What follows belongs to an exercise in optimizing a design on an open flow for small area; a production flow would make more cautious choices.
Where RTL was checked, it was by simulation tests only, not by an equivalence proof against the original.
For runs 4 to 6, only the layout was checked, not whether the RTL still works.
No activity file was given, so power comes from the tool's default toggle rates.

### design.v
module top(reset,clk,ps2clk,ps2data,hsync,vsync, Rout, Gout, Bout,pwm);
input reset,clk;
input ps2clk,ps2data;
output hsync,vsync,pwm;
output [2:0] Rout,Gout,Bout;
reg [1:0] q;
wire tick = &q;
always @(posedge clk or posedge reset)
  if (reset) q <= 2'd0;
  else       q <= q + 2'd1;
reg [9:0]  p;
reg [11:0] k;
reg        b;
wire       p_end = p[9] & p[6] & p[5] & p[4];           
wire       step  = tick & p_end;
wire [9:0] pn = p + {9'd0, tick};
wire [12:0] kn = {1'b0, k} + {12'd0, step};
wire       k_wrap = kn[12];
always @(posedge clk or posedge reset)
  if (reset) begin
    p <= 10'd0; k <= 12'd96; b <= 1'b0;
  end else begin
    p <= pn & ~({10{step}} & 10'b1001110001);
    k <= kn[11:0] | {5'd0, k_wrap, k_wrap, 5'd0};
    if (k_wrap) b <= ~b;
  end
reg [9:0] h;
reg [8:0] v;
wire h_end = h[9] & h[8] & h[5];                       
wire v_end = v[8] & v[7] & v[6] & v[0];                
wire hw = tick & h_end;
wire [9:0] hn = h + {9'd0, tick};
wire [8:0] vn = v + {8'd0, hw};
always @(posedge clk or posedge reset)
  if (reset) begin
    h <= 10'd0; v <= 9'd0;
  end else begin
    h <= hn & ~({10{hw}} & 10'b1100100001);
    v <= vn & ~({9{hw & v_end}} & 9'b111000010);
  end
assign hsync = ~(h >= 10'd16 && h <= 10'd111);
assign vsync = (v == 9'd12 || v == 9'd13);
wire display = (h >= 10'd475 && h <= 10'd483 && v >= 9'd241 && v <= 9'd256);
reg [3:0] s;
wire fe = s[3] & (s[2:0] == 3'd4);
always @(posedge clk or posedge reset)
  if (reset) s <= 4'd0;
  else if (tick) begin
    if (ps2clk)
      s <= s[3] ? 4'd1 : (s[2] ? 4'd4 : s + 4'd1);
    else
      s <= s[3] ? (s[2] ? 4'd0 : s + 4'd1) : (s[2] ? 4'b1001 : 4'd0);
  end
reg [8:0] sh;       
reg       par;      
reg [3:0] cnt;
reg       f0, flag;
reg [1:0] th;       
wire [7:0] d = sh[8:1];
wire fe_t   = tick & fe;
wire c10    = cnt[3] & cnt[1];                          
wire c0     = ~(cnt[3] | cnt[2] | cnt[1] | cnt[0]);
wire c_hi   = cnt[3] & (cnt[1] | cnt[0]);               
wire stop_edge = fe_t & c10;
wire good = ~sh[0] & ps2data & par;
wire key  = stop_edge & good & f0;
always @(posedge clk) begin
  if (fe_t & ~c_hi) sh <= {ps2data, sh[8:1]};
  if (fe_t & ~c10)  par <= ps2data ^ (par & ~c0);
end
always @(posedge clk or posedge reset)
  if (reset) begin
    cnt <= 4'd0; f0 <= 1'b0; flag <= 1'b0; th <= 2'd0;
  end else begin
    if (tick) flag <= key;
    if (fe_t) cnt <= c10 ? 4'd0 : cnt + 4'd1;
    if (stop_edge & good) f0 <= ~f0 & (d == 8'hF0);
    if (key)
      case (d)
        8'h2B: th <= 2'd0;
        8'h15: th <= 2'd1;
        8'h33: th <= 2'd2;
        8'h22: th <= 2'd3;
        default: ;
      endcase
  end
reg       ce;
reg [1:0] ca;
reg       dr, dg, db;
always @(posedge clk or posedge reset)
  if (reset) begin
    ce <= 1'b0; ca <= 2'd0; dr <= 1'b0; dg <= 1'b0; db <= 1'b0;
  end else if (tick & flag) begin
    case (d)
      8'h2B: begin ca <= 2'd0; ce <= 1'b1; end
      8'h15: begin ca <= 2'd1; ce <= 1'b1; end
      8'h33: begin ca <= 2'd2; ce <= 1'b1; end
      8'h22: begin ca <= 2'd3; ce <= 1'b1; end
      8'h2D: begin dr <= 1'b1; dg <= 1'b0; db <= 1'b0; end
      8'h34: begin dr <= 1'b0; dg <= 1'b1; db <= 1'b0; end
      8'h32: begin dr <= 1'b0; dg <= 1'b0; db <= 1'b1; end
      8'h44: begin dr <= 1'b0; dg <= 1'b0; db <= 1'b0; end
      8'h23: begin dr <= 1'b1; dg <= 1'b1; db <= 1'b1; end
      default: ce <= 1'b0;
    endcase
  end
reg pix;
always @* begin
  case ({ca, v[3:0], h[2:0]})
    9'd3, 9'd4, 9'd8, 9'd9, 9'd10, 9'd11, 9'd12, 9'd13,
    9'd14, 9'd15, 9'd16, 9'd17, 9'd18, 9'd19, 9'd20, 9'd21,
    9'd22, 9'd23, 9'd27, 9'd28, 9'd35, 9'd36, 9'd43, 9'd44,
    9'd51, 9'd52, 9'd59, 9'd60, 9'd64, 9'd65, 9'd66, 9'd67,
    9'd68, 9'd69, 9'd70, 9'd71, 9'd72, 9'd73, 9'd74, 9'd75,
    9'd76, 9'd77, 9'd78, 9'd79, 9'd83, 9'd84, 9'd91, 9'd92,
    9'd99, 9'd100, 9'd107, 9'd108, 9'd115, 9'd116, 9'd123, 9'd124,
    9'd129, 9'd130, 9'd134, 9'd135, 9'd142, 9'd143, 9'd144, 9'd145,
    9'd148, 9'd149, 9'd153, 9'd154, 9'd155, 9'd156, 9'd161, 9'd162,
    9'd163, 9'd164, 9'd169, 9'd170, 9'd171, 9'd172, 9'd177, 9'd178,
    9'd179, 9'd180, 9'd185, 9'd186, 9'd187, 9'd188, 9'd193, 9'd194,
    9'd195, 9'd196, 9'd201, 9'd202, 9'd203, 9'd204, 9'd209, 9'd210,
    9'd211, 9'd212, 9'd217, 9'd218, 9'd219, 9'd220, 9'd225, 9'd226,
    9'd227, 9'd228, 9'd233, 9'd234, 9'd235, 9'd236, 9'd241, 9'd242,
    9'd243, 9'd244, 9'd248, 9'd249, 9'd252, 9'd253, 9'd257, 9'd258,
    9'd259, 9'd260, 9'd265, 9'd266, 9'd267, 9'd268, 9'd273, 9'd274,
    9'd275, 9'd276, 9'd281, 9'd282, 9'd283, 9'd284, 9'd289, 9'd290,
    9'd291, 9'd292, 9'd297, 9'd298, 9'd299, 9'd300, 9'd305, 9'd306,
    9'd307, 9'd308, 9'd313, 9'd314, 9'd315, 9'd316, 9'd320, 9'd321,
    9'd322, 9'd323, 9'd324, 9'd325, 9'd326, 9'd327, 9'd328, 9'd329,
    9'd330, 9'd331, 9'd332, 9'd333, 9'd334, 9'd335, 9'd337, 9'd338,
    9'd339, 9'd340, 9'd345, 9'd346, 9'd347, 9'd348, 9'd353, 9'd354,
    9'd355, 9'd356, 9'd361, 9'd362, 9'd363, 9'd364, 9'd369, 9'd370,
    9'd371, 9'd372, 9'd377, 9'd378, 9'd379, 9'd380, 9'd385, 9'd386,
    9'd387, 9'd388, 9'd393, 9'd394, 9'd395, 9'd396, 9'd401, 9'd402,
    9'd403, 9'd404, 9'd409, 9'd410, 9'd411, 9'd412, 9'd416, 9'd417,
    9'd420, 9'd421, 9'd424, 9'd425, 9'd428, 9'd429, 9'd432, 9'd433,
    9'd436, 9'd437, 9'd445, 9'd446, 9'd447, 9'd453, 9'd454, 9'd455,
    9'd461, 9'd462, 9'd463, 9'd469, 9'd470, 9'd471, 9'd472, 9'd476,
    9'd477, 9'd479, 9'd480, 9'd484, 9'd485, 9'd487, 9'd488, 9'd489,
    9'd492, 9'd493, 9'd497, 9'd498, 9'd499, 9'd500, 9'd505, 9'd506,
    9'd507, 9'd508: pix = 1'b1;
    default: pix = 1'b0;
  endcase
end
reg serial;                  
always @(posedge clk)
  if (tick) serial <= display & ce & pix;
reg ro, go, bo;
wire flash = dr & dg;
always @(posedge clk or posedge reset)
  if (reset) begin
    ro <= 1'b0; go <= 1'b0; bo <= 1'b0;
  end else if (tick) begin
    ro <= display & serial & (flash ? b : ~(dg | db));
    go <= display & serial & (flash ? b : ~(dr | db));
    bo <= display & serial & (flash ? b : ~(dr | dg));
  end
assign Rout = {3{ro}};
assign Gout = {3{go}};
assign Bout = {3{bo}};
reg [9:0] c;
wire cw = step & c[9] & c[8] & c[5];                   
wire [9:0] cn = c + {9'd0, step};
always @(posedge clk or posedge reset)
  if (reset) c <= 10'd0;
  else c <= cn & ~({10{cw}} & 10'b1100100001);
wire [6:0] cl = c[6:0];
reg lt;
always @* case (th)
  2'd0: lt = cl < 7'd41;
  2'd1: lt = cl < 7'd51;
  2'd2: lt = cl < 7'd61;
  default: lt = cl < 7'd81;
endcase
assign pwm = ~(c[9] | c[8] | c[7]) & lt;
endmodule
### flow/run.sh
#!/bin/bash
# Standard ORFS flow with smaller port buffers and a smaller clock tree.
set -euo pipefail
bash standard.sh synth > synth.log 2>&1
bash standard.sh \
  REMOVE_ABC_BUFFERS=1 \
  BUFFER_PORTS_ARGS="-buffer_cell sky130_fd_sc_hd__buf_1" \
  CTS_ARGS="-sink_clustering_enable -sink_clustering_size 30 -sink_clustering_max_diameter 100 -buf_list sky130_fd_sc_hd__clkbuf_8 -dont_use_dummy_load -repair_clock_nets" \
  finish > finish.log 2>&1
### standard.sh
#!/bin/bash
# synth_recipe.tcl (not shown) runs the flow's synth.tcl, then flattens the netlist and writes it again
# the make line also repeats each setting of config.mk as NAME=value (left out here)
make -C /OpenROAD-flow-scripts/flow DESIGN_CONFIG=/design/flow/config.mk WORK_HOME=/design/flow/orfs CLKGATE_MAP_FILE= SYNTH_SCRIPT=/design/flow/synth_recipe.tcl "${@:-finish}"
### config.mk
export PLATFORM = sky130hd
export DESIGN_NAME = top
export DESIGN_NICKNAME = top
export VERILOG_FILES = /design/flow/design.v
export SDC_FILE = /design/flow/constraint.sdc
export NUM_CORES = 4
export LEC_CHECK = 0
export CAP_MARGIN = 20
export CORE_MARGIN = 2
export CORE_UTILIZATION = 40
export SLEW_MARGIN = 20
### constraint.sdc
create_clock -name core_clock -period 10.0 [get_ports {clk}]
set_input_delay 2.0000 -clock core_clock [delete_from_list [all_inputs] [get_ports {clk}]]
set_output_delay 2.0000 -clock core_clock [all_outputs]
set_load 0.01 [all_outputs]
==> results of run 1 <==
[power by group]
group / internal, mW / switching (mW) / total, mW
registers: 0.359 / 0.00663 / 0.366
logic: 0.00884 / 0.0140 / 0.0228
clock network: 0.0806 / 0.105 / 0.185
[worst max-delay path: stages, from the launching register on]
cell and delay [ns]:
sky130_fd_sc_hd__dfrtp_1 0.46, sky130_fd_sc_hd__o41ai_1 0.40, sky130_fd_sc_hd__nand4_1 0.13, sky130_fd_sc_hd__o21ai_0 0.09, sky130_fd_sc_hd__o311a_1 0.19, sky130_fd_sc_hd__buf_1 0.15
[logic make-up after synthesis]
| logic type | after synthesis |
|---|---|
| and+or+nand+nor | 159 |
| muxes | 6 |
| DFF | 86 |
| xor gates and xnor gates | 42 |
| adders and majority gates | 18 |
| AOI/OAI and AO/OA | 76 |
| buffers and inverters | 49 |
[state kept, by name, summed over array words and instances, names as in the netlist, 4 cells and up]
register / flops
k: 12
v: 9
sh: 9
h: 10
cnt: 4
s: 4
c: 10
p: 10
[final cells by class]
class	count	area, um^2	share of cell area (%)
repair buffers	17	71.3	1.51
clock buffers	9	124	2.63
flip-flops and latches	86	2210	46.9
inverters	24	90.1	1.91
multi-input cells	301	2040	43.4
well taps	140	175	3.72
[routing by layer]
metal  GRT usage [%]  wire length (um)  vias up
li1                -                 -     1557
met4            4.97                81        0
met5               0                 0        -
met3            3.85               263        8
met1            18.9              3880     1517
met2            24.1              3810       58
[placed cells by master (no fill, tap or decap), types with 3 or more instances in the layout]
cell type,netlist,layout
sky130_fd_sc_hd__dfrtp_1,73,73
sky130_fd_sc_hd__nand2_1,34,34
sky130_fd_sc_hd__nand3_1,29,29
sky130_fd_sc_hd__nor2_1,28,28
sky130_fd_sc_hd__inv_1,24,23
sky130_fd_sc_hd__xnor2_1,22,22
sky130_fd_sc_hd__xor2_1,20,20
sky130_fd_sc_hd__ha_1,18,18
sky130_fd_sc_hd__o21ai_0,17,17
sky130_fd_sc_hd__buf_1,1,15
sky130_fd_sc_hd__edfxtp_1,11,11
sky130_fd_sc_hd__a21oi_1,10,10
sky130_fd_sc_hd__nor4_1,9,9
sky130_fd_sc_hd__nand4_1,9,9
sky130_fd_sc_hd__clkbuf_8,0,9
sky130_fd_sc_hd__nor3_1,8,8
sky130_fd_sc_hd__o22ai_1,6,6
sky130_fd_sc_hd__and3_1,6,6
sky130_fd_sc_hd__nor2b_1,5,5
sky130_fd_sc_hd__o31ai_1,5,5
sky130_fd_sc_hd__a31oi_1,4,4
sky130_fd_sc_hd__nand2b_1,4,4
sky130_fd_sc_hd__and4_1,4,4
sky130_fd_sc_hd__o21a_1,4,4
sky130_fd_sc_hd__nor3b_1,3,3
sky130_fd_sc_hd__mux2_2,3,3
sky130_fd_sc_hd__o211ai_1,3,3
sky130_fd_sc_hd__o311a_1,3,3
sky130_fd_sc_hd__nor4b_1,3,3
[worst paths after layout]
path	endpoint	depth (start not counted)
setup / recovery	pwm	5
hold / removal	q[0]	1
setup reg to reg	th[1]	6
hold reg to reg	q[0]	1
max in group asynchronous	s[2]	3
min in group asynchronous	k[4]	3
[metrics by stage]
step | instances | util (%) | hold slack (ns)
final | 577 | 43.3 | 0.429
after global placement | 568 | 42.2 | 0.415
after detailed placement | 568 | 42.2 | 0.422
after floorplan | 411 | - | 0.401
after global routing | 577 | 43.3 | 0.461
after CTS | 577 | 43.3 | 0.436
==> flow_summary.toml, run 1 <==
[status]
result_of_the_run = "finished clean"

[pwr]
ir_drop_mv = 0.0747
post-layout-total-power_mw = 0.574
powerDensity_nw_per_um2 = 122
power_leakage_nw = 2.00

[clock_network]
worst_setup_hold_path_clk_slew_ns = 0.09
clock-sinks = 86
cts_repair_resize_count = 0
post-cts-setup-buffers = 0
cts-root-buf = "sky130_fd_sc_hd__clkbuf_8"
cts-buffers-inserted = 9
cts_tree = "yes"
ctsLongestPathBuffers = 2
postCtsHoldBufs = 0
deepest_level_of_the_cts_h_tree = 3
worst_skew_pair.late_latency_ns = 0.35

[final_layout]
area.growth.synth_to_final_pct = 5.37
final_nets = 461
layout-drive-gt1-share_pct = 5.49
layout_filler_cell_count = 1020
stdcell_area_um2 = 4710
n_antenna_cell = 0

[sta]
layout_worst_path_cycle_share_pct = 37.7
tightestPinTransition_ns = 0.932
timing.setup.tns_ns = 0
timing_hold_violations_final = 0
rsz0062_at_grt = "no"
clock-skew-final_ns = 0.0299
worst_slew_margin_rel_pct = 37.9
post-route-min-period_ns = 3.77
timing.final.setup_violations = 0
clock.fmax_mhz = 265
slew_viol_final = 0
finalWorstSetupSlack_ns = 6.23

[yosys]
synthesized_area_fraction_occupied_by_xor_and_xnor_cells_pct = 8.22
synth-compound-area-share_pct = 12.1
yosys.area_share.adder_pct = 5.03
synth_cell_type_count = 63
muxShareOfSynthArea_pct = 1.48
synth_seq_area_share_pct = 49.4
synth.cell_area_um2 = 4470
ys_ff_latch = 86
synth_largest_type_area_fraction_pct = 40.8
synth_top_family_by_area = "simple AND/OR/NAND/NOR gates"
yosys-top-cells-count = "sky130_fd_sc_hd__dfrtp_1, sky130_fd_sc_hd__nand2_1, sky130_fd_sc_hd__nand3_1, sky130_fd_sc_hd__nor2_1, sky130_fd_sc_hd__inv_1"
postSynth.asyncResetShare_pct = 87.2
synth-edff-count = 11
syn_avg_cell_area_um2 = 10.3
syn-instance-count = 436
synth_simple_gate_area_share_pct = 18.9
synth_top_cells_by_area = "sky130_fd_sc_hd__dfrtp_1, sky130_fd_sc_hd__edfxtp_1, sky130_fd_sc_hd__ha_1"
synth_largest_area_cell = "sky130_fd_sc_hd__dfrtp_1"
ys.warnings.count = 1
dominantRegCellSynth = "sky130_fd_sc_hd__dfrtp_1"
post-synth-top-count-cell = "sky130_fd_sc_hd__dfrtp_1"

[worst_setup_path]
critical_path.max_fanout = 7
worstPathRequired_ns = 8.00
critical_path_arrival_ns = 1.77
rrSetupSlack_ns = 7.49
critical_path.startpoint = "c[3]"
timing.rr.start = "q[0]"
path_class = "flop to primary output"
endpoint_kind = "primary output"
worst_setup_path_start_kind = "flop"

[place]
dpl-instance-area_um2 = 4590
port_buffers = 15
pre_cts_ws_ns = 6.66
finalWeightedCongestion = 0.882
place_hpwl_um = 5520

[global_routing]
grt_antenna_before_repair = 0
global_route_wire_length_before_repair_um = 13900
gr-total-overflow = 0
grt_pass1_vias = 3001
grt_max_degree = 76
globalRouteTotalUtil_pct = 14.7

[floorplanning]
die_area_um2 = 12000
design.portCount = 16
chipHeight_um = 110
floorplan.die.width_um = 110
floorplan.initialDensity_pct = 41.1
row_count = 38
standard_cell_core_area_um2 = 10900

[drt]
route.detailed.wl_per_inst_um = 13.9
num_vias = 3140
drt-initial-drc-count = 106
drc = 0
ant_nets = 0
detail_route.vias_per_cell = 5.44
firstDrtPassIters = 4
routed_wire_length_um = 8030

[hold_path]
hold_path_class = "flop to flop"
min-delay-start = "q[0]"

[flow_run]
cap_violations = 0
==> inputs of run 2 (changes only) <==
--- a/flow/run.sh
+++ b/flow/run.sh
@@ -1,6 +1,19 @@
 #!/bin/bash
-# Standard ORFS flow with smaller port buffers and a smaller clock tree.
+# Standard synthesis, then an area re-mapping of its combinational logic
+# (proven equal before use), then the standard ORFS layout with small port
+# buffers and a small clock tree.
 set -euo pipefail
+R=orfs/results/sky130hd/top/base
+LIB=$FLOW_HOME/platforms/sky130hd/lib/sky130_fd_sc_hd__tt_025C_1v80.lib
 bash standard.sh synth > synth.log 2>&1
+cp $R/1_2_yosys.v std.v
+sed "s|@LIB@|$LIB|g" flow/reopt.ys > reopt_run.ys
+sed "s|@LIB@|$LIB|g" flow/equiv.ys > equiv_run.ys
+if yosys -q -l reopt.log reopt_run.ys > reopt_out.log 2>&1 && \
+   yosys -q -l equiv.log equiv_run.ys > equiv_out.log 2>&1; then
+  cp reopt.v $R/1_2_yosys.v
+  rm -f $R/1_synth.odb $R/1_synth.sdc
+  bash standard.sh synth > synth2.log 2>&1
+fi
 bash standard.sh \
   REMOVE_ABC_BUFFERS=1 \
==> flow/area.abc (new file) <==
strash
&get -n
&deepsyn -T 30
&dch -f
&nf -a -R 1000
&put
topo
==> flow/equiv.ys (new file) <==
# Prove the re-mapped netlist equal to the standard one, register by register.
read_liberty -ignore_miss_func @LIB@
read_verilog std.v
rename top gold
read_verilog reopt.v
rename top gate
hierarchy -check
rename -hide gold/w:_*_ gold/c:_*_ gate/w:_*_ gate/c:_*_
flatten gold gate
async2sync
opt_clean
equiv_make gold gate eq
hierarchy -top eq
equiv_simple -seq 1
equiv_induct
equiv_status -assert
==> flow/reopt.ys (new file) <==
# Re-map the combinational logic of the standard synthesis for area.
# Registers (and their names and cell types) are kept as they are.
read_liberty -ignore_miss_func @LIB@
read_verilog std.v
hierarchy -top top
blackbox sky130_fd_sc_hd__df* sky130_fd_sc_hd__edf*
flatten
opt -purge
abc -liberty @LIB@ -dont_use sky130_fd_sc_hd__lpflow_bleeder_1 -dont_use sky130_fd_sc_hd__lpflow_clkbufkapwr_1 -dont_use sky130_fd_sc_hd__lpflow_clkbufkapwr_16 -dont_use sky130_fd_sc_hd__lpflow_clkbufkapwr_2 -dont_use sky130_fd_sc_hd__lpflow_clkbufkapwr_4 -dont_use sky130_fd_sc_hd__lpflow_clkbufkapwr_8 -dont_use sky130_fd_sc_hd__lpflow_clkinvkapwr_1 -dont_use sky130_fd_sc_hd__lpflow_clkinvkapwr_16 -dont_use sky130_fd_sc_hd__lpflow_clkinvkapwr_2 -dont_use sky130_fd_sc_hd__lpflow_clkinvkapwr_4 -dont_use sky130_fd_sc_hd__lpflow_clkinvkapwr_8 -dont_use sky130_fd_sc_hd__lpflow_decapkapwr_12 -dont_use sky130_fd_sc_hd__lpflow_decapkapwr_3 -dont_use sky130_fd_sc_hd__lpflow_decapkapwr_4 -dont_use sky130_fd_sc_hd__lpflow_decapkapwr_6 -dont_use sky130_fd_sc_hd__lpflow_decapkapwr_8 -dont_use sky130_fd_sc_hd__lpflow_inputiso0n_1 -dont_use sky130_fd_sc_hd__lpflow_inputiso0p_1 -dont_use sky130_fd_sc_hd__lpflow_inputiso1n_1 -dont_use sky130_fd_sc_hd__lpflow_inputiso1p_1 -dont_use sky130_fd_sc_hd__lpflow_inputisolatch_1 -dont_use sky130_fd_sc_hd__lpflow_isobufsrc_1 -dont_use sky130_fd_sc_hd__lpflow_isobufsrc_16 -dont_use sky130_fd_sc_hd__lpflow_isobufsrc_2 -dont_use sky130_fd_sc_hd__lpflow_isobufsrc_4 -dont_use sky130_fd_sc_hd__lpflow_isobufsrc_8 -dont_use sky130_fd_sc_hd__lpflow_isobufsrckapwr_16 -dont_use sky130_fd_sc_hd__lpflow_lsbuf_lh_hl_isowell_tap_1 -dont_use sky130_fd_sc_hd__lpflow_lsbuf_lh_hl_isowell_tap_2 -dont_use sky130_fd_sc_hd__lpflow_lsbuf_lh_hl_isowell_tap_4 -dont_use sky130_fd_sc_hd__lpflow_lsbuf_lh_isowell_4 -dont_use sky130_fd_sc_hd__lpflow_lsbuf_lh_isowell_tap_1 -dont_use sky130_fd_sc_hd__lpflow_lsbuf_lh_isowell_tap_2 -dont_use sky130_fd_sc_hd__lpflow_lsbuf_lh_isowell_tap_4 -dont_use sky130_fd_sc_hd__probe_p_8 -dont_use sky130_fd_sc_hd__probec_p_8  -script flow/area.abc
opt_clean -purge
setundef -zero
splitnets
opt_clean -purge
hilomap -singleton -hicell sky130_fd_sc_hd__conb_1 HI -locell sky130_fd_sc_hd__conb_1 LO
insbuf -buf sky130_fd_sc_hd__buf_1 A X
opt_clean -purge
check -assert
stat -liberty @LIB@
select top
write_verilog -selected -noattr -nohex -nodec reopt.v
==> run 2 against run 1 <==
  * Still clean
  * Sequential share of layout area is the same
  * Clock-buffer cell count is the same
  * Final cell count is the same
  * Global-route usage is the same
  * Combinational power is essentially flat
  * Critical endpoint unchanged
  * Largest power group unchanged
  * Highest routed layer unchanged
==> flow_summary.toml, run 2 <==
[pwr]
power_leakage_nw = 2.00
ir_drop_mv = 0.0747
post-layout-total-power_mw = 0.574
powerDensity_nw_per_um2 = 122

[final_layout]
area_of_the_multi_input_gates_um2 = 2040
n_antenna_cell = 0
layout.cells.most_common = "sky130_fd_sc_hd__dfrtp_1"
layout_filler_cell_count = 1020
final_nets = 461
area.sequential_um2 = 2210
largest_register = "k"
layout-drive-gt1-share_pct = 5.49
final_core_area_utilization_pct = 43.3
largest_register_ff_count = 12
finish.cell_count_without_fillers = 577
most-common-layout-cells = "sky130_fd_sc_hd__dfrtp_1, sky130_fd_sc_hd__nand2_1, sky130_fd_sc_hd__nand3_1, sky130_fd_sc_hd__nor2_1, sky130_fd_sc_hd__inv_1"
area.growth.synth_to_final_pct = 5.37
stdcell_area_um2 = 4710

[worst_setup_path]
path_class = "flop to primary output"
crit_path_cell_trace = "o41ai_1 -> nand4_1 -> o21ai_0 -> o311a_1 -> buf_1"
maximum_single_stage_delay_on_the_critical_path_ns = 0.46
reg2reg_depth = 6
worst_path_dominant_cell_family = "compound AO/OA/AOI/OAI gates"
worst_setup_path_start_kind = "flop"
endpoint_kind = "primary output"
critPathBufInv = 1
critical_path_arrival_ns = 1.77
rrSetupSlack_ns = 7.49
crit-reg2reg-capture = "th[1]"
crit_path_top_delay_cell = "sky130_fd_sc_hd__dfrtp_1"
cp_num_cells = 5
worstPathRequired_ns = 8.00
critical_path.max_fanout = 7
timing.rr.start = "q[0]"

[drt]
route.detailed.wl_per_inst_um = 13.9
ant_nets = 0
drt-initial-drc-count = 106
firstDrtPassIters = 4
num_vias = 3140
routed_wire_length_um = 8030
detail_route.vias_per_cell = 5.44
drc = 0

[floorplanning]
floorplan.die.width_um = 110
design.portCount = 16
standard_cell_core_area_um2 = 10900
chipHeight_um = 110
floorplan.initialDensity_pct = 41.1
row_count = 38
die_area_um2 = 12000

[sta]
tightestPinTransition_ns = 0.932
timing_hold_violations_final = 0
finalWorstSetupSlack_ns = 6.23
clock.fmax_mhz = 265
rsz0062_at_grt = "no"
fin_hold_ws_ns = 0.429
timing.setup.tns_ns = 0
post-route-min-period_ns = 3.77
worst_slew_margin_rel_pct = 37.9
slew_viol_final = 0
clock-skew-final_ns = 0.0299
timing.final.setup_violations = 0
layout_worst_path_cycle_share_pct = 37.7

[place]
place_hpwl_um = 5520
dpl-instance-area_um2 = 4590
dpl.cell_count = 568
pre_cts_ws_ns = 6.66
port_buffers = 15
finalWeightedCongestion = 0.882

[hold_path]
worst_hold_path.endpoint = "q[0]"
min-delay-start = "q[0]"
hold-path-cell-count = 1
hold_path_class = "flop to flop"

[global_routing]
grt_pass1_vias = 3001
fraction_of_met1_tracks_used_by_global_routing_pct = 18.9
gr-total-overflow = 0
grtUsageMet3_pct = 3.85
globalRouteTotalUtil_pct = 14.7
grt_max_degree = 76
grt.met2_usage_pct = 24.1
grt.busiest_layer = "met2"
grt_antenna_before_repair = 0
global_route_wire_length_before_repair_um = 13900

[yosys]
dominantRegCellSynth = "sky130_fd_sc_hd__dfrtp_1"
synth_largest_area_cell = "sky130_fd_sc_hd__dfrtp_1"
muxShareOfSynthArea_pct = 1.48
synth_largest_type_area_fraction_pct = 40.8
syn_avg_cell_area_um2 = 10.3
synth-edff-count = 11
postSynth.asyncResetShare_pct = 87.2
synthesized_area_fraction_occupied_by_xor_and_xnor_cells_pct = 8.22
yosys.area_share.adder_pct = 5.03
synth_top_cells_by_area = "sky130_fd_sc_hd__dfrtp_1, sky130_fd_sc_hd__edfxtp_1, sky130_fd_sc_hd__ha_1"
ys_ff_latch = 86
synth-compound-area-share_pct = 12.1
syn-instance-count = 436
synth_simple_gate_area_share_pct = 18.9
synth_cell_type_count = 63
yosys-top-cells-count = "sky130_fd_sc_hd__dfrtp_1, sky130_fd_sc_hd__nand2_1, sky130_fd_sc_hd__nand3_1, sky130_fd_sc_hd__nor2_1, sky130_fd_sc_hd__inv_1"
synth_seq_area_share_pct = 49.4
post-synth-top-count-cell = "sky130_fd_sc_hd__dfrtp_1"
synth_top_family_by_area = "simple AND/OR/NAND/NOR gates"
ys.warnings.count = 1
synth.cell_area_um2 = 4470

[clock_network]
post-cts-setup-buffers = 0
deepest_level_of_the_cts_h_tree = 3
worst_skew_pair.late_latency_ns = 0.35
worst_setup_hold_path_clk_slew_ns = 0.09
postCtsHoldBufs = 0
cts_tree = "yes"
clock-sinks = 86
cts_repair_resize_count = 0
cts-buffers-inserted = 9
cts-root-buf = "sky130_fd_sc_hd__clkbuf_8"
ctsLongestPathBuffers = 2

[status]
result_of_the_run = "finished clean"

[flow_run]
cap_violations = 0
run 2: cell counts in the layout (fill, tap and decap cells not counted):
Identical to the previous run, type by type.
run 2: logic make-up after synthesis:
logic type	Yosys count
AO/OA/AOI/OAI	76
XOR/XNOR	42
adder cells (fa/ha/maj)	18
buffers and inverters	49
flip-flops	86
multiplexers	6
AND/OR/NAND/NOR	159
run 2: how the worst max path moves through the flow:
stage	end	startpoint	slack [ns]
3_3_place_gp	pwm	c[3]	6.67
6_report	pwm	c[3]	6.23
4_1_cts	pwm	c[3]	6.24
5_1_grt	pwm	c[3]	6.11
2_1_floorplan	b	reset	6.09
3_5_place_dp	pwm	c[3]	6.66
run 2: power by group:
part           switching, mW  total, mW  internal [mW]  leakage [nW]
Sequential           0.00663      0.366          0.359          1.11
Combinational         0.0140     0.0228        0.00884         0.824
Clock                  0.105      0.185         0.0806        0.0647
Total                  0.125      0.574          0.448          2.00
run 2: area by class of cell:
| class | instances | area share, % |
|---|---|---|
| inverter | 24 | 1.91 |
| sequential | 86 | 46.9 |
| tap | 140 | 3.72 |
| multi-input combinational | 301 | 43.4 |
| timing repair buffer | 17 | 1.51 |
| clock buffer | 9 | 2.63 |
run 2: worst register-to-register path: stages (launching register included):
cell and delay [ns]:
sky130_fd_sc_hd__dfrtp_1 0.36, sky130_fd_sc_hd__ha_1 0.21, sky130_fd_sc_hd__buf_4 0.28, sky130_fd_sc_hd__nand4_1 0.35
sky130_fd_sc_hd__nor4b_1 0.65, sky130_fd_sc_hd__nand3_1 0.19, sky130_fd_sc_hd__mux2_1 0.34
run 2: routing by layer:
metal | up-vias | wire length [um]
met5 | - | 0
met4 | 0 | 81
met3 | 8 | 263
met2 | 58 | 3810
met1 | 1517 | 3880
li1 | 1557 | -
==> inputs of run 3 (changes only) <==
--- a/flow/equiv.ys
+++ b/flow/equiv.ys
@@ -6,4 +6,5 @@
 rename top gate
 hierarchy -check
+check -assert gate
 rename -hide gold/w:_*_ gold/c:_*_ gate/w:_*_ gate/c:_*_
 flatten gold gate
--- a/flow/reopt.ys
+++ b/flow/reopt.ys
@@ -15,5 +15,4 @@
 insbuf -buf sky130_fd_sc_hd__buf_1 A X
 opt_clean -purge
-check -assert
 stat -liberty @LIB@
 select top
==> run 3 against run 2 <==
  * Sequential power hardly changed
  * Global-route usage is 0.058 points lower
  * Largest cell class unchanged
  * Highest routed layer unchanged
  * Area after synthesis is 14% lower
  * Clock skew is 0.0097 ns lower
  * Worst setup slack better by 0.033 ns
  * Die area is 14% lower
  * Synthesized cell count is 14% lower
  * Critical endpoint unchanged
==> flow_summary.toml, run 3 <==
[floorplanning]
design.portCount = 16
die_area_um2 = 10400
standard_cell_core_area_um2 = 9280
floorplan.die.width_um = 102
floorplan.initialDensity_pct = 41.2
row_count = 35
chipHeight_um = 102

[worst_setup_path]
critical_path_arrival_ns = 1.74
endpoint_kind = "primary output"
worst_setup_path_start_kind = "flop"
worstPathRequired_ns = 8.00
path_class = "flop to primary output"
critical_path.max_fanout = 6
rrSetupSlack_ns = 6.88

[final_layout]
largest_register_ff_count = 12
layout-drive-gt1-share_pct = 3.81
final_core_area_utilization_pct = 44.8
most-common-layout-cells = "sky130_fd_sc_hd__dfrtp_1, sky130_fd_sc_hd__nand2_1, sky130_fd_sc_hd__nor2_1, sky130_fd_sc_hd__a21oi_1, sky130_fd_sc_hd__xnor2_1"
largest_register = "k"
stdcell_area_um2 = 4160
n_antenna_cell = 0
area.growth.synth_to_final_pct = 8.63
final_nets = 400
layout.cells.most_common = "sky130_fd_sc_hd__dfrtp_1"

[clock_network]
clock-sinks = 86
worst_setup_hold_path_clk_slew_ns = 0.08
cts-buffers-inserted = 9
postCtsHoldBufs = 0
ctsLongestPathBuffers = 2
cts_repair_resize_count = 0
cts_tree = "yes"
deepest_level_of_the_cts_h_tree = 3
post-cts-setup-buffers = 0
worst_skew_pair.late_latency_ns = 0.35
cts-root-buf = "sky130_fd_sc_hd__clkbuf_8"

[place]
port_buffers = 15
finalWeightedCongestion = 0.842
place_hpwl_um = 4760
dpl-instance-area_um2 = 4040

[global_routing]
grt_antenna_before_repair = 0
grt_pass1_vias = 2554
global_route_wire_length_before_repair_um = 11900
grt_max_degree = 76
gr-total-overflow = 0
globalRouteTotalUtil_pct = 14.6

[yosys]
ys.warnings.count = 1
syn-instance-count = 376
syn_avg_cell_area_um2 = 10.2
synth.cell_area_um2 = 3830

[pwr]
post-layout-total-power_mw = 0.569
power_leakage_nw = 1.85
ir_drop_mv = 0.0813
powerDensity_nw_per_um2 = 137

[drt]
ant_nets = 0
routed_wire_length_um = 6860
route.detailed.wl_per_inst_um = 13.1
firstDrtPassIters = 4
drc = 0
num_vias = 2714
detail_route.vias_per_cell = 5.19
drt-initial-drc-count = 129

[sta]
timing.setup.tns_ns = 0
worst_slew_margin_rel_pct = 38.1
post-route-min-period_ns = 3.74
clock-skew-final_ns = 0.0202
clock.fmax_mhz = 268
rsz0062_at_grt = "no"
layout_worst_path_cycle_share_pct = 37.4
tightestPinTransition_ns = 0.928
timing_hold_violations_final = 0
fin_hold_ws_ns = 0.469
timing.final.setup_violations = 0
slew_viol_final = 0

[hold_path]
hold_path_class = "flop to flop"

[flow_run]
cap_violations = 0

[status]
result_of_the_run = "finished clean"
run 3: critical path, stage by stage (launching register included):
cell and delay (ns):
sky130_fd_sc_hd__dfrtp_1 0.42, sky130_fd_sc_hd__o21ai_0 0.17, sky130_fd_sc_hd__nand2_1 0.08, sky130_fd_sc_hd__o32ai_1 0.22, sky130_fd_sc_hd__a31oi_1 0.13, sky130_fd_sc_hd__nor4_1 0.17
sky130_fd_sc_hd__buf_1 0.18
run 3: cell type report:
| cell class | instances | area (um^2) |
|---|---|---|
| Tap cell | 129 | 161 |
| Multi-Input combinational cell | 265 | 1530 |
| Fill cell | 907 | 5120 |
| Sequential cell | 86 | 2210 |
| Clock buffer | 9 | 124 |
| Timing Repair Buffer | 18 | 78.8 |
| Inverter | 16 | 60.1 |
run 3: metal layers:
metal | track usage [%] | routed length [um] | up-vias
met2 | 23.2 | 3150 | 34
met4 | 6.15 | 115 | 0
met1 | 19.2 | 3390 | 1290
met3 | 3.83 | 203 | 11
met5 | 0 | 0 | -
li1 | - | - | 1379
run 3: path summary, 6_finish.rpt:
path                       startpoint  endpoint  cells after the start
setup reg to reg                 q[0]     th[1]                      9
hold reg to reg                    f0        f0                      1
max in group asynchronous       reset      c[2]                      3
min in group asynchronous       reset      k[4]                      3
setup / recovery                 c[0]       pwm                      6
hold / removal                     f0        f0                      1
run 3: power by group:
part	internal, mW	switching [mW]	leakage (nW)
clock network	0.0806	0.107	0.0647
registers	0.360	0.00532	1.10
logic	0.00486	0.0114	0.677
total	0.445	0.124	1.85
run 3: through the flow:
step | setup slack, ns | instances
finish | 6.26 | 523
global route | 6.14 | 523
CTS | 6.25 | 523
detailed placement | 6.66 | 514
global placement | 6.67 | 514
floorplan | 6.70 | 367
==> inputs of run 4 (changes only) <==
==> design.v (replaced) <==
module top(reset,clk,ps2clk,ps2data,hsync,vsync, Rout, Gout, Bout,pwm);
input reset,clk;
input ps2clk,ps2data;
output hsync,vsync,pwm;
output [2:0] Rout,Gout,Bout;
reg [1:0] q;
wire tick = &q;
always @(posedge clk)
  if (reset) q <= 2'd0;
  else       q <= q + 2'd1;
reg [9:0]  p;
reg [11:0] k;
reg        b, bt;
wire       p_end = p[9] & p[6] & p[5] & p[4];           
wire       step  = tick & p_end;
wire [9:0] pn = p + {9'd0, tick};
wire [12:0] kn = {1'b0, k} + {12'd0, step};
wire       k_wrap = kn[12];
always @(posedge clk)
  if (reset) begin
    p <= 10'd0; k <= 12'd96; bt <= 1'b0;
  end else begin
    p <= pn & ~({10{step}} & 10'b1001110001);
    k <= kn[11:0] | {5'd0, k_wrap, k_wrap, 5'd0};
    if (tick) bt <= k_wrap;
  end
always @(posedge clk or posedge reset)
  if (reset) b <= 1'b0;
  else if (tick & bt) b <= ~b;
reg [9:0] h;
reg [8:0] v;
wire h_end = h[9] & h[8] & h[5];                       
wire v_end = v[8] & v[7] & v[6] & v[0];                
wire hw = tick & h_end;
wire [9:0] hn = h + {9'd0, tick};
wire [8:0] vn = v + {8'd0, hw};
always @(posedge clk or posedge reset)
  if (reset) begin
    h <= 10'd0; v <= 9'd0;
  end else begin
    h <= hn & ~({10{hw}} & 10'b1100100001);
    v <= vn & ~({9{hw & v_end}} & 9'b111000010);
  end
assign hsync = ~(h >= 10'd16 && h <= 10'd111);
assign vsync = (v == 9'd12 || v == 9'd13);
wire shown = (h >= 10'd477 && h <= 10'd484 && v >= 9'd241 && v <= 9'd256);
reg [3:0] s;
wire fe = s[3] & (s[2:0] == 3'd4);
always @(posedge clk)
  if (reset) s <= 4'd0;
  else if (tick) begin
    if (ps2clk)
      s <= s[3] ? 4'd1 : (s[2] ? 4'd4 : s + 4'd1);
    else
      s <= s[3] ? (s[2] ? 4'd0 : s + 4'd1) : (s[2] ? 4'b1001 : 4'd0);
  end
reg [8:0] sh;       
reg       par;      
reg [3:0] cnt;
reg [1:0] th;       
wire [7:0] d = sh[8:1];
wire fe_t   = tick & fe;
wire c10    = cnt[3] & cnt[1];                          
wire c0     = ~(cnt[3] | cnt[2] | cnt[1] | cnt[0]);
wire c_hi   = cnt[3] & (cnt[1] | cnt[0]);               
wire stop_edge = fe_t & c10;
wire good = ~sh[0] & ps2data & par;
localparam IDLE = 3'd0, ARMED = 3'd1, K1 = 3'd4, K2 = 3'd5, K3 = 3'd6;
reg [2:0] ks;
wire armed = (ks == ARMED);
wire key   = stop_edge & good & armed;
always @(posedge clk) begin
  if (fe_t & ~c_hi) sh <= {ps2data, sh[8:1]};
  if (fe_t & ~c10)  par <= ps2data ^ (par & ~c0);
end
always @(posedge clk)
  if (reset) begin
    cnt <= 4'd0; ks <= IDLE;
  end else begin
    if (fe_t) cnt <= c10 ? 4'd0 : cnt + 4'd1;
    if (tick) begin
      if (stop_edge & good)
        ks <= armed ? K1 : (d == 8'hF0) ? ARMED : IDLE;
      else case (ks)
        K1: ks <= K2;
        K2: ks <= K3;
        K3: ks <= IDLE;
        default: ;
      endcase
    end
  end
always @(posedge clk or posedge reset)
  if (reset) th <= 2'd0;
  else begin
    if (key)
      case (d)
        8'h2B: th <= 2'd0;
        8'h15: th <= 2'd1;
        8'h33: th <= 2'd2;
        8'h22: th <= 2'd3;
        default: ;
      endcase
  end
reg       ce;
reg [1:0] ca;       
reg       dr, dg, db;
always @(posedge clk or posedge reset)
  if (reset) begin
    dr <= 1'b0; dg <= 1'b0; db <= 1'b0;
  end else if (tick & (ks == K2)) begin
    case (d)
      8'h2D: begin dr <= 1'b1; dg <= 1'b0; db <= 1'b0; end
      8'h34: begin dr <= 1'b0; dg <= 1'b1; db <= 1'b0; end
      8'h32: begin dr <= 1'b0; dg <= 1'b0; db <= 1'b1; end
      8'h44: begin dr <= 1'b0; dg <= 1'b0; db <= 1'b0; end
      8'h23: begin dr <= 1'b1; dg <= 1'b1; db <= 1'b1; end
      default: ;
    endcase
  end
always @(posedge clk or posedge reset)
  if (reset) ce <= 1'b0;
  else if (tick & (ks == K3)) begin
    case (d)
      8'h2B, 8'h15, 8'h33, 8'h22: ce <= 1'b1;
      8'h2D, 8'h34, 8'h32, 8'h44, 8'h23: ;
      default: ce <= 1'b0;
    endcase
  end
always @(posedge clk)
  if (tick & (ks == K3))
    case (d)
      8'h2B: ca <= 2'd0;
      8'h15: ca <= 2'd1;
      8'h33: ca <= 2'd2;
      8'h22: ca <= 2'd3;
      default: ;
    endcase
reg pix;
always @* begin
  case ({ca, v[3:0], h[2:0]})
    9'd5, 9'd6, 9'd8, 9'd9, 9'd10, 9'd11, 9'd12, 9'd13,
    9'd14, 9'd15, 9'd16, 9'd17, 9'd18, 9'd19, 9'd20, 9'd21,
    9'd22, 9'd23, 9'd29, 9'd30, 9'd37, 9'd38, 9'd45, 9'd46,
    9'd53, 9'd54, 9'd61, 9'd62, 9'd64, 9'd65, 9'd66, 9'd67,
    9'd68, 9'd69, 9'd70, 9'd71, 9'd72, 9'd73, 9'd74, 9'd75,
    9'd76, 9'd77, 9'd78, 9'd79, 9'd85, 9'd86, 9'd93, 9'd94,
    9'd101, 9'd102, 9'd109, 9'd110, 9'd117, 9'd118, 9'd125, 9'd126,
    9'd128, 9'd129, 9'd131, 9'd132, 9'd136, 9'd137, 9'd146, 9'd147,
    9'd150, 9'd151, 9'd155, 9'd156, 9'd157, 9'd158, 9'd163, 9'd164,
    9'd165, 9'd166, 9'd171, 9'd172, 9'd173, 9'd174, 9'd179, 9'd180,
    9'd181, 9'd182, 9'd187, 9'd188, 9'd189, 9'd190, 9'd195, 9'd196,
    9'd197, 9'd198, 9'd203, 9'd204, 9'd205, 9'd206, 9'd211, 9'd212,
    9'd213, 9'd214, 9'd219, 9'd220, 9'd221, 9'd222, 9'd227, 9'd228,
    9'd229, 9'd230, 9'd235, 9'd236, 9'd237, 9'd238, 9'd243, 9'd244,
    9'd245, 9'd246, 9'd250, 9'd251, 9'd254, 9'd255, 9'd259, 9'd260,
    9'd261, 9'd262, 9'd267, 9'd268, 9'd269, 9'd270, 9'd275, 9'd276,
    9'd277, 9'd278, 9'd283, 9'd284, 9'd285, 9'd286, 9'd291, 9'd292,
    9'd293, 9'd294, 9'd299, 9'd300, 9'd301, 9'd302, 9'd307, 9'd308,
    9'd309, 9'd310, 9'd315, 9'd316, 9'd317, 9'd318, 9'd320, 9'd321,
    9'd322, 9'd323, 9'd324, 9'd325, 9'd326, 9'd327, 9'd328, 9'd329,
    9'd330, 9'd331, 9'd332, 9'd333, 9'd334, 9'd335, 9'd339, 9'd340,
    9'd341, 9'd342, 9'd347, 9'd348, 9'd349, 9'd350, 9'd355, 9'd356,
    9'd357, 9'd358, 9'd363, 9'd364, 9'd365, 9'd366, 9'd371, 9'd372,
    9'd373, 9'd374, 9'd379, 9'd380, 9'd381, 9'd382, 9'd387, 9'd388,
    9'd389, 9'd390, 9'd395, 9'd396, 9'd397, 9'd398, 9'd403, 9'd404,
    9'd405, 9'd406, 9'd411, 9'd412, 9'd413, 9'd414, 9'd418, 9'd419,
    9'd422, 9'd423, 9'd426, 9'd427, 9'd430, 9'd431, 9'd434, 9'd435,
    9'd438, 9'd439, 9'd440, 9'd441, 9'd447, 9'd448, 9'd449, 9'd455,
    9'd456, 9'd457, 9'd463, 9'd464, 9'd465, 9'd471, 9'd473, 9'd474,
    9'd478, 9'd479, 9'd481, 9'd482, 9'd486, 9'd487, 9'd490, 9'd491,
    9'd494, 9'd495, 9'd499, 9'd500, 9'd501, 9'd502, 9'd507, 9'd508,
    9'd509, 9'd510: pix = 1'b1;
    default: pix = 1'b0;
  endcase
end
wire lit   = shown & ce & pix;
wire flash = dr & dg;
assign Rout = {3{lit & (flash ? b : ~(dg | db))}};
assign Gout = {3{lit & (flash ? b : ~(dr | db))}};
assign Bout = {3{lit & (flash ? b : ~(dr | dg))}};
reg [9:0] c;
wire cw = step & c[9] & c[8] & c[5];                   
wire [9:0] cn = c + {9'd0, step};
always @(posedge clk or posedge reset)
  if (reset) c <= 10'd0;
  else c <= cn & ~({10{cw}} & 10'b1100100001);
wire [6:0] cl = c[6:0];
reg lt;
always @* case (th)
  2'd0: lt = cl < 7'd41;
  2'd1: lt = cl < 7'd51;
  2'd2: lt = cl < 7'd61;
  default: lt = cl < 7'd81;
endcase
assign pwm = ~(c[9] | c[8] | c[7]) & lt;
endmodule
--- a/flow/run.sh
+++ b/flow/run.sh
@@ -19,4 +19,4 @@
   REMOVE_ABC_BUFFERS=1 \
   BUFFER_PORTS_ARGS="-buffer_cell sky130_fd_sc_hd__buf_1" \
-  CTS_ARGS="-sink_clustering_enable -sink_clustering_size 30 -sink_clustering_max_diameter 100 -buf_list sky130_fd_sc_hd__clkbuf_8 -dont_use_dummy_load -repair_clock_nets" \
+  CTS_ARGS="-sink_clustering_enable -sink_clustering_size 12 -sink_clustering_max_diameter 50 -root_buf sky130_fd_sc_hd__clkbuf_16 -buf_list sky130_fd_sc_hd__clkbuf_4 -dont_use_dummy_load -repair_clock_nets" \
   finish > finish.log 2>&1
==> run 4 against run 3 <==
  * Largest power group unchanged
  * Sequential cell count decreased by 2
  * Register-to-register slack better by 0.17 ns
  * Combinational power grew to 2.6 times the previous value
  * Critical path type unchanged
  * Sequential share of layout area decreased by 4.8 points
  * Die area fell by 3.7%
  * Clock skew down 0.013 ns
  * Design area is 1.4% lower
==> flow_summary.toml, run 4 <==
[place]
dpl.cell_count = 516
pre_cts_ws_ns = 5.57
finalWeightedCongestion = 0.786
place_hpwl_um = 4800
port_buffers = 15
dpl-instance-area_um2 = 3880

[global_routing]
globalRouteTotalUtil_pct = 14.9
global_route_wire_length_before_repair_um = 12000
grt_antenna_before_repair = 0
grt_pass1_vias = 2703
grt_max_degree = 47
gr-total-overflow = 0

[worst_setup_path]
worstPathRequired_ns = 8.00
reg2reg_depth = 11
crit_path_cell_trace = "or2_0 -> a32o_1 -> a2111oi_0 -> o31a_1 -> o21ai_0 -> o2111ai_1 -> or2_0 -> o21ai_0 -> buf_1"
maximum_single_stage_delay_on_the_critical_path_ns = 0.49
path_class = "flop to primary output"
crit_path_top_delay_cell = "sky130_fd_sc_hd__dfrtp_1"
critical_path.startpoint = "v[1]"
endpoint_kind = "primary output"
critical_path.max_fanout = 11
critPathBufInv = 1
worst_path_dominant_cell_family = "compound AO/OA/AOI/OAI gates"
timing.rr.start = "q[0]"
worst_setup_path_start_kind = "flop"
rrSetupSlack_ns = 7.05
critical_path_arrival_ns = 2.77
crit-reg2reg-capture = "k[11]"

[clock_network]
cts_tree = "yes"
post-cts-setup-buffers = 0
cts-root-buf = "sky130_fd_sc_hd__clkbuf_16"
ctsLongestPathBuffers = 2
cts_repair_resize_count = 0
clock-sinks = 84
worst_skew_pair.late_latency_ns = 0.33
postCtsHoldBufs = 0
deepest_level_of_the_cts_h_tree = 3
cts-buffers-inserted = 9
worst_setup_hold_path_clk_slew_ns = 0.06

[floorplanning]
floorplan.die.width_um = 99.9
chipHeight_um = 99.9
standard_cell_core_area_um2 = 9060
die_area_um2 = 9990
floorplan.initialDensity_pct = 40.6
row_count = 35
design.portCount = 16

[drt]
route.detailed.wl_per_inst_um = 13.3
ant_nets = 0
drt-initial-drc-count = 110
routed_wire_length_um = 6960
firstDrtPassIters = 4
drc = 0
detail_route.vias_per_cell = 5.52
num_vias = 2896

[sta]
worst_slew_margin_rel_pct = 42.4
clock-skew-final_ns = 0.00758
layout_worst_path_cycle_share_pct = 47.7
clock.fmax_mhz = 210
slew_viol_final = 0
finalWorstSetupSlack_ns = 5.23
tightestPinTransition_ns = 0.863
rsz0062_at_grt = "no"
timing_hold_violations_final = 0
post-route-min-period_ns = 4.77
timing.setup.tns_ns = 0
fin_hold_ws_ns = 0.447
timing.final.setup_violations = 0

[pwr]
power_leakage_nw = 1.63
power.share.combinational_pct = 6.2
pwr-share-clk_pct = 40.0
power_report.internal_total_mw = 0.529
p_seq_share_pct = 53.7
post-layout-total-power_mw = 0.685
fraction_of_power_spent_switching_nets_pct = 22.8
power_switching_mw = 0.156
powerDensity_nw_per_um2 = 167
ir_drop_mv = 0.101

[flow_run]
cap_violations = 0

[hold_path]
hold_path_class = "flop to flop"
hold-path-cell-count = 1
worst_hold_path.endpoint = "q[0]"
min-delay-start = "q[0]"

[final_layout]
most-common-layout-cells = "sky130_fd_sc_hd__nor2_1, sky130_fd_sc_hd__a21oi_1, sky130_fd_sc_hd__dfrtp_1, sky130_fd_sc_hd__dfxtp_1"
final_core_area_utilization_pct = 45.3
final_nets = 420
largest_register_ff_count = 12
layout.cells.most_common = "sky130_fd_sc_hd__nor2_1"
layout_filler_cell_count = 884
stdcell_area_um2 = 4100
finish.cell_count_without_fillers = 525
area.growth.synth_to_final_pct = 11.4
largest_register = "k"
n_antenna_cell = 0
layout-drive-gt1-share_pct = 2.90

[yosys]
syn_avg_cell_area_um2 = 9.37
syn-instance-count = 393
ys.warnings.count = 1
synth.cell_area_um2 = 3680

[status]
result_of_the_run = "finished clean"
## run 4: layer usage
layer	GRT usage [%]	vias to the layer above	routed length (um)	share of wire [%]
li1	-	1461	-	-
met1	19.2	1383	3450	50
met2	23.8	43	3140	45
met3	4.74	9	262	3.8
met4	5.06	0	108	1.6
met5	0	-	0	0
## run 4: cell type report
type	count	area, um^2	share of cell area [%]
Sequential cell	84	1980	48.3
Multi-Input combinational cell	291	1630	39.8
Clock buffer	9	225	5.49
Tap cell	111	139	3.39
Timing Repair Buffer	18	78.8	1.92
Inverter	12	45.0	1.10
## run 4: worst max-delay path by stage
stage                          to  cells past startpoint  slack (ns)
after floorplan           Bout[0]                      7        5.57
after global placement    Gout[2]                      9        5.67
after detailed placement  Bout[2]                      9        5.57
after CTS                 Bout[2]                      9        5.21
after global routing      Bout[1]                      9        4.99
final                     Bout[2]                      9        5.23
## run 4: power groups by stage
stage	registers, mW	clock network (mW)	logic, mW
floorplan	0.371	0	0.0339
detailed placement	0.374	0	0.0432
global route	0.371	0.294	0.0503
CTS	0.368	0.283	0.0433
finish	0.368	0.274	0.0428
global placement	0.374	0	0.0435
==> inputs of run 5 (changes only) <==
--- a/flow/run.sh
+++ b/flow/run.sh
@@ -19,4 +19,4 @@
   REMOVE_ABC_BUFFERS=1 \
   BUFFER_PORTS_ARGS="-buffer_cell sky130_fd_sc_hd__buf_1" \
-  CTS_ARGS="-sink_clustering_enable -sink_clustering_size 12 -sink_clustering_max_diameter 50 -root_buf sky130_fd_sc_hd__clkbuf_16 -buf_list sky130_fd_sc_hd__clkbuf_4 -dont_use_dummy_load -repair_clock_nets" \
+  CTS_ARGS="-sink_clustering_enable -sink_clustering_size 30 -sink_clustering_max_diameter 100 -buf_list sky130_fd_sc_hd__clkbuf_8 -dont_use_dummy_load -repair_clock_nets" \
   finish > finish.log 2>&1
==> run 5 against run 4 <==
  * Still clean on timing, DRC and antenna
  * Via count fell by 1.0%
  * Area after synthesis unchanged
  * Critical path depth stayed put
  * First-iteration DRC count up 2.7%
  * Worst setup slack better by 0.0021 ns
  * Maximum frequency barely moved
  * Critical endpoint unchanged
  * Largest power group unchanged
  * Highest routed layer unchanged
==> flow_summary.toml, run 5 <==
[status]
result_of_the_run = "finished clean"

[yosys]
ys.warnings.count = 1
synth.cell_area_um2 = 3680
syn-instance-count = 393
syn_avg_cell_area_um2 = 9.37

[place]
pre_cts_ws_ns = 5.57
place_hpwl_um = 4800
dpl.cell_count = 516
dpl-instance-area_um2 = 3880
finalWeightedCongestion = 0.786
port_buffers = 15

[floorplanning]
floorplan.initialDensity_pct = 40.6
row_count = 35
chipHeight_um = 99.9
floorplan.die.width_um = 99.9
design.portCount = 16
die_area_um2 = 9990
standard_cell_core_area_um2 = 9060

[global_routing]
global_route_wire_length_before_repair_um = 11900
grt_pass1_vias = 2690
gr-total-overflow = 0
grt_max_degree = 47
globalRouteTotalUtil_pct = 14.7
grt_antenna_before_repair = 0

[final_layout]
largest_register_ff_count = 12
layout.cells.most_common = "sky130_fd_sc_hd__nor2_1"
most-common-layout-cells = "sky130_fd_sc_hd__nor2_1, sky130_fd_sc_hd__a21oi_1, sky130_fd_sc_hd__dfrtp_1, sky130_fd_sc_hd__dfxtp_1"
finish.cell_count_without_fillers = 525
area.growth.synth_to_final_pct = 8.66
layout-drive-gt1-share_pct = 2.90
largest_register = "k"
final_nets = 420
stdcell_area_um2 = 4000
n_antenna_cell = 0
final_core_area_utilization_pct = 44.1

[worst_setup_path]
path_class = "flop to primary output"
reg2reg_depth = 11
critical_path.startpoint = "v[1]"
worstPathRequired_ns = 8.00
worst_setup_path_start_kind = "flop"
critical_path.max_fanout = 11
critical_path_arrival_ns = 2.77
crit-reg2reg-capture = "k[11]"
endpoint_kind = "primary output"
rrSetupSlack_ns = 7.05
timing.rr.start = "q[0]"

[sta]
clock-skew-final_ns = 0.0102
timing_hold_violations_final = 0
clock.fmax_mhz = 210
timing.setup.tns_ns = 0
rsz0062_at_grt = "no"
post-route-min-period_ns = 4.77
worst_slew_margin_rel_pct = 42.2
slew_viol_final = 0
layout_worst_path_cycle_share_pct = 47.7
timing.final.setup_violations = 0
tightestPinTransition_ns = 0.867
fin_hold_ws_ns = 0.452
finalWorstSetupSlack_ns = 5.23

[drt]
ant_nets = 0
drc = 0
routed_wire_length_um = 6900
route.detailed.wl_per_inst_um = 13.1
num_vias = 2867
firstDrtPassIters = 4
drt-initial-drc-count = 113
detail_route.vias_per_cell = 5.46

[clock_network]
ctsLongestPathBuffers = 2
cts_repair_resize_count = 0
worst_setup_hold_path_clk_slew_ns = 0.08
deepest_level_of_the_cts_h_tree = 3
post-cts-setup-buffers = 0
cts-buffers-inserted = 9
cts_tree = "yes"
postCtsHoldBufs = 0
cts-root-buf = "sky130_fd_sc_hd__clkbuf_8"
clock-sinks = 84
worst_skew_pair.late_latency_ns = 0.34

[pwr]
power_leakage_nw = 1.58
powerDensity_nw_per_um2 = 149
post-layout-total-power_mw = 0.595
ir_drop_mv = 0.0963

[hold_path]
hold_path_class = "flop to flop"
worst_hold_path.endpoint = "q[0]"
min-delay-start = "q[0]"
hold-path-cell-count = 1

[flow_run]
cap_violations = 0
-- run 5: worst max-delay path, cell delays in order, from the launching register on --
cell	delay [ns]
sky130_fd_sc_hd__dfrtp_1	0.50
sky130_fd_sc_hd__or2_0	0.34
sky130_fd_sc_hd__a32o_1	0.30
sky130_fd_sc_hd__a2111oi_0	0.40
sky130_fd_sc_hd__o31a_1	0.20
sky130_fd_sc_hd__o21ai_0	0.07
sky130_fd_sc_hd__o2111ai_1	0.14
sky130_fd_sc_hd__or2_0	0.19
sky130_fd_sc_hd__o21ai_0	0.14
sky130_fd_sc_hd__buf_1	0.16
-- run 5: how the worst max path moves through the flow --
stage                    to  slack (ns)  cells after the start
finish              Bout[2]        5.23                      9
global route        Bout[1]        4.99                      9
CTS                 Bout[2]        5.21                      9
detailed placement  Bout[2]        5.57                      9
global placement    Gout[2]        5.67                      9
floorplan           Bout[0]        5.57                      7
-- run 5: area by class of cell --
cell class                 instances  area (um^2)
timing repair buffer              18         78.8
clock buffer                       9          124
tap                              111          139
inverter                          12         45.0
fill                             898         5060
sequential                        84         1980
multi-input combinational        291         1630
-- run 5: layer usage --
metal	GRT usage [%]	part of all wire, %	routed length [um]
met1	19.0	50	3440
met2	23.9	46	3140
met3	4.74	3.6	247
met4	4.11	1.0	69
met5	0	0	0
-- run 5: report_power, final --
part | internal (mW) | switching, mW
combinational | 0.0179 | 0.0249
clock | 0.0807 | 0.104
sequential | 0.352 | 0.0155
total | 0.451 | 0.145
==> inputs of run 6 (changes only) <==
--- a/flow/run.sh
+++ b/flow/run.sh
@@ -19,4 +19,4 @@
   REMOVE_ABC_BUFFERS=1 \
   BUFFER_PORTS_ARGS="-buffer_cell sky130_fd_sc_hd__buf_1" \
-  CTS_ARGS="-sink_clustering_enable -sink_clustering_size 30 -sink_clustering_max_diameter 100 -buf_list sky130_fd_sc_hd__clkbuf_8 -dont_use_dummy_load -repair_clock_nets" \
+  CTS_ARGS="-sink_clustering_enable -sink_clustering_size 45 -sink_clustering_max_diameter 200 -buf_list sky130_fd_sc_hd__clkbuf_16 -dont_use_dummy_load -repair_clock_nets" \
   finish > finish.log 2>&1
==> run 6 against run 5 <==
  * Clock power grew 48%
  * Die area is the same
  * Register-to-register slack hardly changed
  * Power rose by 15%
  * Final cell count stayed put
  * Sequential cell count is the same
  * Synthesized cell count unchanged
  * Wire length up 0.85%
  * Critical path depth did not move
  * Core utilization increased by 1.1 points
  * Non-clock buffer count did not move
  * Highest routed layer unchanged
==> flow_summary.toml, run 6 <==
[final_layout]
largest_register_ff_count = 12
finish.cell_count_without_fillers = 525
final_nets = 420
n_antenna_cell = 0
layout.cells.most_common = "sky130_fd_sc_hd__nor2_1"
area.growth.synth_to_final_pct = 11.4
most-common-layout-cells = "sky130_fd_sc_hd__nor2_1, sky130_fd_sc_hd__a21oi_1, sky130_fd_sc_hd__dfrtp_1, sky130_fd_sc_hd__dfxtp_1"
largest_register = "k"
layout-drive-gt1-share_pct = 2.90

[global_routing]
grt_antenna_before_repair = 0
grt_pass1_vias = 2703
gr-total-overflow = 0
grt_max_degree = 47
global_route_wire_length_before_repair_um = 12000
globalRouteTotalUtil_pct = 14.9

[place]
port_buffers = 15
place_hpwl_um = 4800
dpl.cell_count = 516
finalWeightedCongestion = 0.786

[floorplanning]
row_count = 35
standard_cell_core_area_um2 = 9060
floorplan.initialDensity_pct = 40.6
design.portCount = 16
floorplan.die.width_um = 99.9
die_area_um2 = 9990
chipHeight_um = 99.9

[drt]
top_signal_layer_used = "met4"
route.detailed.wl_per_inst_um = 13.3
met3_wirelength_um = 262
wl_met1_um = 3450
drc = 0
detail_route.vias_per_cell = 5.52
ant_nets = 0
num_vias = 2896
routed_wire_length_um = 6960
firstDrtPassIters = 4
drt-initial-drc-count = 110
wl_met2_um = 3140

[sta]
timing_hold_violations_final = 0
clock.fmax_mhz = 210
post-route-min-period_ns = 4.77
fin_hold_ws_ns = 0.447
clock-skew-final_ns = 0.00758
timing.setup.tns_ns = 0
layout_worst_path_cycle_share_pct = 47.7
timing.final.setup_violations = 0
worst_slew_margin_rel_pct = 42.4
tightestPinTransition_ns = 0.863
rsz0062_at_grt = "no"
slew_viol_final = 0

[yosys]
synth.cell_area_um2 = 3680
syn-instance-count = 393
syn_avg_cell_area_um2 = 9.37
ys.warnings.count = 1

[clock_network]
worst_setup_hold_path_clk_slew_ns = 0.06
ctsLongestPathBuffers = 2
post-cts-setup-buffers = 0
clock-sinks = 84
deepest_level_of_the_cts_h_tree = 3
worst_skew_pair.late_latency_ns = 0.33
cts_tree = "yes"
cts-buffers-inserted = 9
cts-root-buf = "sky130_fd_sc_hd__clkbuf_16"
cts_repair_resize_count = 0
postCtsHoldBufs = 0

[pwr]
power_report.internal_total_mw = 0.529
fraction_of_power_spent_switching_nets_pct = 22.8
ir_drop_mv = 0.101
p_seq_share_pct = 53.7
power_leakage_nw = 1.63
power_switching_mw = 0.156
pwr-share-clk_pct = 40.0
powerDensity_nw_per_um2 = 167
power.share.combinational_pct = 6.2

[worst_setup_path]
reg2reg_depth = 11
endpoint_kind = "primary output"
crit-reg2reg-capture = "k[11]"
critical_path.max_fanout = 11
critical_path.startpoint = "v[1]"
timing.rr.start = "q[0]"
critical_path_arrival_ns = 2.77
timing.critical_path.to = "Bout[2]"
rrSetupSlack_ns = 7.05
worstPathRequired_ns = 8.00
path_class = "flop to primary output"
worst_setup_path_start_kind = "flop"

[status]
result_of_the_run = "finished clean"

[hold_path]
hold_path_class = "flop to flop"

[flow_run]
cap_violations = 0
run 6: cell types whose count changed in the layout (fill, tap and decap cells not counted):
cell	previous run	this run
sky130_fd_sc_hd__clkbuf_16	0	9
sky130_fd_sc_hd__clkbuf_8	9	0
run 6: worst min path at each step:
stage | from | to | slack [ns] | cells after the start
2_1_floorplan | q[0] | q[0] | 0.41 | 1
3_3_place_gp | q[0] | q[0] | 0.42 | 1
3_5_place_dp | q[0] | q[0] | 0.44 | 1
4_1_cts | q[0] | q[0] | 0.45 | 1
5_1_grt | p[8] | p[8] | 0.48 | 1
6_report | q[0] | q[0] | 0.45 | 1
run 6: stage by stage:
stage                     setup slack, ns  power, mW  util [%]  area (um^2)
after floorplan                      5.57      0.405         -         3660
after global placement               5.67      0.418      42.8         3880
after detailed placement             5.57      0.418      42.8         3880
after CTS                            5.21      0.694      45.3         4100
after global routing                 4.99      0.716      45.3         4100
final                                5.23      0.685      45.3         4100
run 6: area by class of cell:
type	count	area [um^2]
Sequential cell	84	1980
Timing Repair Buffer	18	78.8
Multi-Input combinational cell	291	1630
Tap cell	111	139
Inverter	12	45.0
Clock buffer	9	225
Fill cell	884	4960
run 6: per-layer routing:
| metal | up-vias | track usage (%) |
|---|---|---|
| li1 | 1461 | - |
| met1 | 1383 | 19.2 |
| met2 | 43 | 23.8 |
| met3 | 9 | 4.74 |
| met4 | 0 | 5.06 |
| met5 | - | 0 |
run 6: worst max-delay path, cell delays in order, from the launching register on:
cell and delay [ns]:
sky130_fd_sc_hd__dfrtp_1 0.49, sky130_fd_sc_hd__or2_0 0.34, sky130_fd_sc_hd__a32o_1 0.31, sky130_fd_sc_hd__a2111oi_0 0.40, sky130_fd_sc_hd__o31a_1 0.20, sky130_fd_sc_hd__o21ai_0 0.07
sky130_fd_sc_hd__o2111ai_1 0.14, sky130_fd_sc_hd__or2_0 0.19, sky130_fd_sc_hd__o21ai_0 0.14, sky130_fd_sc_hd__buf_1 0.16
run 6: power groups by stage:
stage / registers [mW] / clock network (mW) / logic, mW
floorplan: 0.371 / 0 / 0.0339
global placement: 0.374 / 0 / 0.0435
detailed placement: 0.374 / 0 / 0.0432
CTS: 0.368 / 0.283 / 0.0433
global route: 0.371 / 0.294 / 0.0503
finish: 0.368 / 0.274 / 0.0428

==> separate check: timing with driven ports <==
The results above use ideal ports. As a check the final layouts listed here were re-extracted and re-timed, cells and wires unchanged. Step 1 sets driving cells, clkbuf_16 on the clock port and buf_2 on the other inputs (assumed; they add their load-dependent delay and slew). Step 2, shift: input delay + t, output delay - t, t = (earliest + latest rising clock arrival at the registers) / 2. This alone moves slack from input paths to output paths. Slacks: ideal ports / drivers / drivers and shift; pairs: ideal ports / drivers.
run | shift t [ns] | setup WS [ns] | hold slack, ns
run 1 | 0.367 | 6.231 / 6.201 / 6.568 | 0.429 / 0.429 / 0.429
run 2 | 0.367 | 6.231 / 6.201 / 6.568 | 0.429 / 0.429 / 0.429
run 3 | 0.375 | 6.265 / 6.231 / 6.606 | 0.469 / 0.469 / 0.469
run 4 | 0.358 | 5.228 / 5.195 / 5.553 | 0.447 / 0.447 / 0.447
run 5 | 0.362 | 5.230 / 5.201 / 5.563 | 0.452 / 0.452 / 0.452
run 6 | 0.358 | 5.228 / 5.195 / 5.553 | 0.447 / 0.447 / 0.447
After both steps setup and hold are still met in every run listed.
